This design comes from an exercise in tuning for small area, a short achievable clock period and few clock cycles per item on the open sky130 flow, not from production work. In this exercise RTL edits were held to simulation tests only and were not proved equivalent to the original.

**design/flow/config.mk**
```make
export PLATFORM = sky130hd
export DESIGN_NAME = joltage
export DESIGN_NICKNAME = joltage
export VERILOG_FILES = /design/flow/design.v
export SDC_FILE = /design/flow/constraint.sdc
export NUM_CORES = 4
export LEC_CHECK = 0
export CAP_MARGIN = 20
export CORE_MARGIN = 2
export CORE_UTILIZATION = 40
export SLEW_MARGIN = 20
```
**design/flow/constraint.sdc**
```tcl
create_clock -name core_clock -period 25.0 [get_ports {clk}]
set_input_delay 5.0000 -clock core_clock [delete_from_list [all_inputs] [get_ports {clk}]]
set_output_delay 5.0000 -clock core_clock [all_outputs]
set_load 0.01 [all_outputs]
```
**design/flow/run.sh**
```bash
#!/bin/bash
# synth_recipe.tcl (not shown) runs the flow's synth.tcl, then flattens the netlist and writes it again
# the make line also repeats each setting of config.mk as NAME=value (left out here)
make -C /OpenROAD-flow-scripts/flow DESIGN_CONFIG=/design/flow/config.mk WORK_HOME=/design/flow/orfs CLKGATE_MAP_FILE= SYNTH_SCRIPT=/design/flow/synth_recipe.tcl finish
```
**design/flow/design.v**
```verilog
module joltage #(parameter int LENGTH = 100) (
    input logic clk, rst, start, data_valid,
    input logic [4*LENGTH-1:0] line_flat,
    output logic [15:0] joltage1_out,
    output logic [63:0] joltage2_out,
    output logic done
    );
    localparam int K    = 12;                 
    localparam int N    = 5;                  
    localparam int HEAD = LENGTH - K;         
    localparam int NC   = (HEAD + N - 1) / N;
    localparam int SR   = NC * N;             
    localparam int PAD  = SR - HEAD;          
    localparam int NB   = (K + N - 1) / N;
    localparam int TBL  = NB * N;             
    localparam int TPAD = TBL - K;
    localparam int CW   = $clog2(NC + 1);
    logic [3:0] line [0:LENGTH-1];
    genvar k;
    generate
        for (k = 0; k < LENGTH; k++) begin : unflatten
            assign line[k] = line_flat[4*k +: 4];
        end
    endgenerate
    function automatic logic ge4(input logic [3:0] a, input logic [3:0] b);
        logic r;
        r = a[0] | ~b[0];
        for (int i = 1; i < 4; i++) r = (a[i] & ~b[i]) | (~(~a[i] & b[i]) & r);
        ge4 = r;
    endfunction
    function automatic logic ge8(input logic [7:0] a, input logic [7:0] b);
        logic r;
        r = a[0] | ~b[0];
        for (int i = 1; i < 8; i++) r = (a[i] & ~b[i]) | (~(~a[i] & b[i]) & r);
        ge8 = r;
    endfunction
    logic waitd, run, first, conv, acc;
    logic [CW-1:0] cnt;
    wire load = data_valid;
    always_ff @(posedge clk) begin : control
        if (rst) begin
            waitd <= 1'b0;
            run   <= 1'b0;
            first <= 1'b0;
            conv  <= 1'b0;
            acc   <= 1'b0;
            done  <= 1'b0;
            cnt   <= '0;
        end else begin
            first <= 1'b0;
            conv  <= 1'b0;
            acc   <= conv;
            if (start) begin
                waitd <= 1'b1;
                done  <= 1'b0;
            end
            if (waitd && data_valid) begin
                waitd <= 1'b0;
                run   <= 1'b1;
                first <= 1'b1;
                cnt   <= '0;
            end
            if (run) begin
                cnt <= cnt + 1'b1;
                if (cnt == CW'(NC - 1)) begin
                    run  <= 1'b0;
                    conv <= 1'b1;
                end
            end
            if (acc)
                done <= 1'b1;
        end
    end
    logic [3:0] sr [0:SR-1];
    generate
        for (k = 0; k < SR; k++) begin : shreg
            logic [3:0] ld;
            if (k < PAD) assign ld = 4'd0;
            else         assign ld = line[k-PAD];
            if (k < N) begin : bottom
                always_ff @(posedge clk) sr[k] <= ld;
            end else begin : upper
                always_ff @(posedge clk) sr[k] <= load ? ld : sr[k-N];
            end
        end
    endgenerate
    logic [3:0] tb [0:TBL-1];
    generate
        for (k = 0; k < TBL; k++) begin : tailreg
            logic [3:0] ld;
            if (k < TPAD) assign ld = 4'd0;
            else          assign ld = line[HEAD-TPAD+k];
            if (k < N) begin : bottom
                always_ff @(posedge clk) tb[k] <= load ? ld : 4'd0;
            end else begin : upper
                always_ff @(posedge clk) tb[k] <= load ? ld : tb[k-N];
            end
        end
    endgenerate
    logic [3:0] stk [0:K-1];
    logic [3:0] cs [0:N][0:K-1];
    logic [3:0] cx;
    logic ce;
    always_comb begin : chain
        for (int z = 0; z < K; z++) cs[0][z] = stk[z];
        for (int s = 0; s < N; s++) begin
            cx = sr[SR-1-s];
            ce = ge4(cx, cs[s][0]);
            cs[s+1][0] = ce ? cx : cs[s][0];
            for (int z = 1; z < K; z++) begin
                ce = ce && ge4(cs[s][z-1], cs[s][z]);
                cs[s+1][z] = ce ? cs[s][z-1] : cs[s][z];
            end
        end
    end
    generate
        for (k = 0; k < K; k++) begin : stack
            always_ff @(posedge clk) stk[k] <= load ? line[HEAD+k] : cs[N][k];
        end
    endgenerate
    function automatic logic [11:0] p1_block(input logic [4*N-1:0] w, input logic [11:0] st, input logic fst);
        logic [3:0] pm, mx;
        logic [7:0] b, c;
        pm = w[3:0];
        b = {4'd0, 4'd0};
        for (int j = 1; j < N; j++) begin
            c = {pm, w[4*j +: 4]};
            if (j == 1 || !ge8(b, c)) b = c;
            if (!ge4(pm, w[4*j +: 4])) pm = w[4*j +: 4];
        end
        if (!fst) begin
            c = {pm, st[11:8]};
            if (!ge8(b, c)) b = c;
            if (!ge8(b, st[7:0])) b = st[7:0];
            mx = ge4(pm, st[11:8]) ? pm : st[11:8];
        end else
            mx = pm;
        p1_block = {mx, b};
    endfunction
    logic [4*N-1:0] wa, wb;
    always_comb begin
        for (int j = 0; j < N; j++) begin
            wa[4*j +: 4] = sr[SR-N+j];
            wb[4*j +: 4] = tb[TBL-N+j];
        end
    end
    logic [11:0] pa, pb;
    always_ff @(posedge clk) begin : p1_seq
        pa <= p1_block(wa, pa, first);
        pb <= p1_block(wb, pb, first);
    end
    logic [39:0] v2;
    logic [6:0]  v1;
    logic [7:0]  p1b;
    logic [39:0] cv;
    always_comb begin : convert
        logic [6:0]  a [0:5];
        logic [13:0] b [0:2];
        logic [7:0]  c;
        for (int i = 0; i < 6; i++) a[i] = 7'(stk[2*i] * 4'd10) + 7'(stk[2*i+1]);
        for (int i = 0; i < 3; i++) b[i] = 14'(a[2*i] * 7'd100) + 14'(a[2*i+1]);
        cv = 40'(b[0]) * 40'd100000000 + 40'(b[1]) * 40'd10000 + 40'(b[2]);
        p1b = pa[7:0];
        c = {pa[11:8], pb[11:8]};
        if (!ge8(p1b, c)) p1b = c;
        if (!ge8(p1b, pb[7:0])) p1b = pb[7:0];
    end
    always_ff @(posedge clk) begin : conv_seq
        v2 <= cv;
        v1 <= 7'(p1b[7:4] * 4'd10) + 7'(p1b[3:0]);
    end
    always_ff @(posedge clk) begin : totals
        if (rst) begin
            joltage1_out <= 16'd0;
            joltage2_out <= 64'd0;
        end else if (acc) begin
            joltage1_out <= joltage1_out + 16'(v1);
            joltage2_out <= joltage2_out + 64'(v2);
        end
    end
endmodule
```
==> impl_metrics.toml <==
[hold_path]
hold_class = "reg2reg"

[clock_network]
cts_buffers = 74
h-tree-depth = 3
clock_latency_ns = 0.66
cts-root-buf = "clkbuf_16"
clockBufferDepth = 3
cts_resized = 0
clock-sinks = 610
cts_hold_buf = 0
clk_pin_slew_ns = 0.06
cts_tree = "yes"
cts_setup_buffers = 0

[worst_setup_path]
reg2reg_from = "stk[1][0]$_DFF_P_"
crit_type = "reg2reg"
critPathMaxStageDelay_ns = 0.80
arrival_ns = 12.04
critical_path.max_fanout = 19
critical-path-slowest-cell = "nor2_2"
end_kind = "flip-flop"
timing.rr.end = "stk[11][0]$_DFF_P_"
endpoint = "stk[11][0]$_DFF_P_"
cp-startpoint = "stk[1][0]$_DFF_P_"
r2r_cells = 31
rrSetupSlack_ns = 13.51
required_ns = 25.54
startpoint_type = "flip-flop"

[grt]
grt_pass1_vias = 35600
grt_start_max_net_pins = 171
antenna_found_initial = 29
grt.overflow.total = 0
grt_first_pass_wirelength_mm = 201
track_usage = 0.223

[logic_synthesis]
ys_warn_count = 8
synth-seq-cells = 610
syn_inst = 4886
avgSynthCellArea_um2 = 9.11
synth.distinct_cells = 122
synth_nets = 5832
seq_area_frac_synth = 0.280
synth_largest_area_cell = "dfxtp_1"
synthArstFlopShare = 0
synth_ff_type = "dfxtp_1"
yosys-top-cells-area = "dfxtp_1, ha_1, mux2_2"
synth-edff-count = 24
netlist_area_um2 = 44500
synth_top_area_share = 0.264

[die]
dieHeight_um = 338
ios = 485
die_x_um = 338
initial_utilization = 0.403
placementRows = 122
die_area_um2 = 114000
core-area_um2 = 111000

[timing]
timing.setup.tns_ns = 0
setup-violations-final = 0
drv_slew = 0
rsz0062_at_grt = "no"
fin_crit_sh = 0.460
clock-skew-final_ns = 0.0392
hold_violations = 0
period_needed_ns = 11.49
fmax_mhz = 87.0
tightest_slew_ns = 1.02
relSlewSlack = 0.306

[routing]
dr.pass1.iters = 6
drtAntennaViolNets = 0
drc_errors = 0
post_drt_wl_per_cell_um = 19.0
routed_wl_mm = 130
drt_iter0_drc = 2451
via_count = 36700
vias_per_cell = 5.35

[layout]
fin_nets = 6255
area_growth_pct = 19.5
stdcell_area_um2 = 53200
final_layout_size_suffix_gt1_frac = 0.118

[place]
dpl_cell_area_um2 = 50700
gp_congestion = 0.929
io_buffers = 484
hpwl_mm = 105

[flow_run]
cap_violations = 0

[outcome]
status = "complete, no violations"
==> logic make-up after synthesis <==
family,Yosys count,share of synthesized area
fa+ha+maj,636,0.199
buf+inv,608,0.0537
compound gates,1145,0.169
simple gates,1123,0.121
mux,546,0.134
flops,610,0.280
xor+xnor,218,0.0429
==> layer usage <==
layer | wire length (µm) | GRT usage
met2 | 62200 | 0.384
met4 | 3230 | 0.0593
met3 | 10000 | 0.0613
met5 | 196 | 0
met1 | 54400 | 0.272
==> worst max-delay path, delay by kind of cell, from the launching register on <==
family                 cells  cell delay, ns
buffers and inverters      1            0.24
and+or+nand+nor           11            4.08
DFF                        1            0.66
muxes                      4            2.01
AOI/OAI and AO/OA         15            4.37
==> worst min path at each step <==
stage / start / end / slack, ns / depth (start not counted)
final: tb[7][2]$_SDFF_PN0_ / tb[12][2]$_DFF_P_ / 0.43 / 2
after global routing: tb[7][2]$_SDFF_PN0_ / tb[12][2]$_DFF_P_ / 0.45 / 2
after CTS: tb[7][2]$_SDFF_PN0_ / tb[12][2]$_DFF_P_ / 0.43 / 2
after detailed placement: conv$_SDFF_PP0_ / acc$_SDFF_PP0_ / 0.42 / 1
after global placement: conv$_SDFF_PP0_ / acc$_SDFF_PP0_ / 0.42 / 1
after floorplan: stk[11][0]$_DFF_P_ / v2[0]$_DFF_P_ / 0.36 / 0
==> per-stage QoR <==
stage	hold WS, ns	cells	utilization	worst slack [ns]
floorplan	0.363	4886	-	14.91
global placement	0.416	6721	0.459	14.01
detailed placement	0.422	6721	0.459	13.81
CTS	0.432	6857	0.481	13.76
global route	0.449	6859	0.481	12.50
finish	0.431	6863	0.481	13.51
==> area by class of cell <==
class,instances,area [µm²]
repair buffers,504,5010
fillers,10600,57300
diodes,6,15.0
multi-input cells,3668,29700
well taps,1488,1860
inverters,451,1690
clock inverters,27,324
flip-flops and latches,610,12500
clock buffers,109,2170
==> cell usage in the layout (no fill, tap or decap), types with 158 or more instances in the layout <==
cell type	n
o21ai_0	268
mux2_2	382
dfxtp_1	585
a21oi_1	327
mux2i_1	158
nor2_1	353
nand2_1	293
ha_1	391
inv_1	448
clkdlybuf4s50_1	482
==> sequential cells by signal, indices dropped and copies added, names as in the netlist, 7 cells and up <==
| name | flops |
|---|---|
| v2 | 40 |
| pb | 12 |
| sr | 352 |
| joltage2_out | 64 |
| tb | 48 |
| joltage1_out | 16 |
| pa | 12 |
| v1 | 7 |
| stk | 48 |
==> synth_stat cells, types with 15 or more instances <==
cell type  count
inv_1        448
ha_1         391
o21ai_0      268
buf_2         26
and3_1        20
o31ai_1       23
o21a_1        17
xor2_1        72
xnor2_1      146
o21ai_1       19
a21o_1        63
or3_1         24
a21oi_1      327
mux2i_1      158
nand3_1       86
nand4_1       19
mux2_2       382
a211oi_1      16
o22ai_1       24
a21boi_0      16
nand2b_1      61
o211ai_1      30
a221oi_1      15
nor2_1       353
fa_1         151
dfxtp_1      586
maj3_1        83
or2_2         15
nand2_1      293
a31oi_1       31
nor2b_1       37
and2_1        60
edfxtp_1      24
clkbuf_1     111
o21bai_1      67
nor3_1        74
Testbench counts, summed over its fixed seeds: cycles 5,288, lines 240.

## afterwards: timing with drivers on the ports
How much do the figures lean on ideal ports? The routed layout below was timed once more, with nothing changed but the port constraints.
Step 1 (the two cells are an assumption about what drives the block):
set clk [get_ports {clk}]
set_driving_cell -lib_cell sky130_fd_sc_hd__clkbuf_16 $clk
set_driving_cell -lib_cell sky130_fd_sc_hd__buf_2 [delete_from_list [all_inputs] $clk]
Step 2 times the ports against the registers' clock, not the clock port: input delays grow and output delays shrink by t, the midpoint of the rising clock arrivals with the driver on.
a / b / c = ideal / step 1 / step 2; a / b = the first two.
shift t [ns]: 0.705
setup slack, ns: 13.508 / 13.508 / 13.508
worst slew at a driven data input, ns: 0.15
cell pins on the clock port's net: 1
After both steps this run still meets setup and hold. The setup slack of this run moves by 0.000 ns with the drivers and by 0.000 ns with both steps.
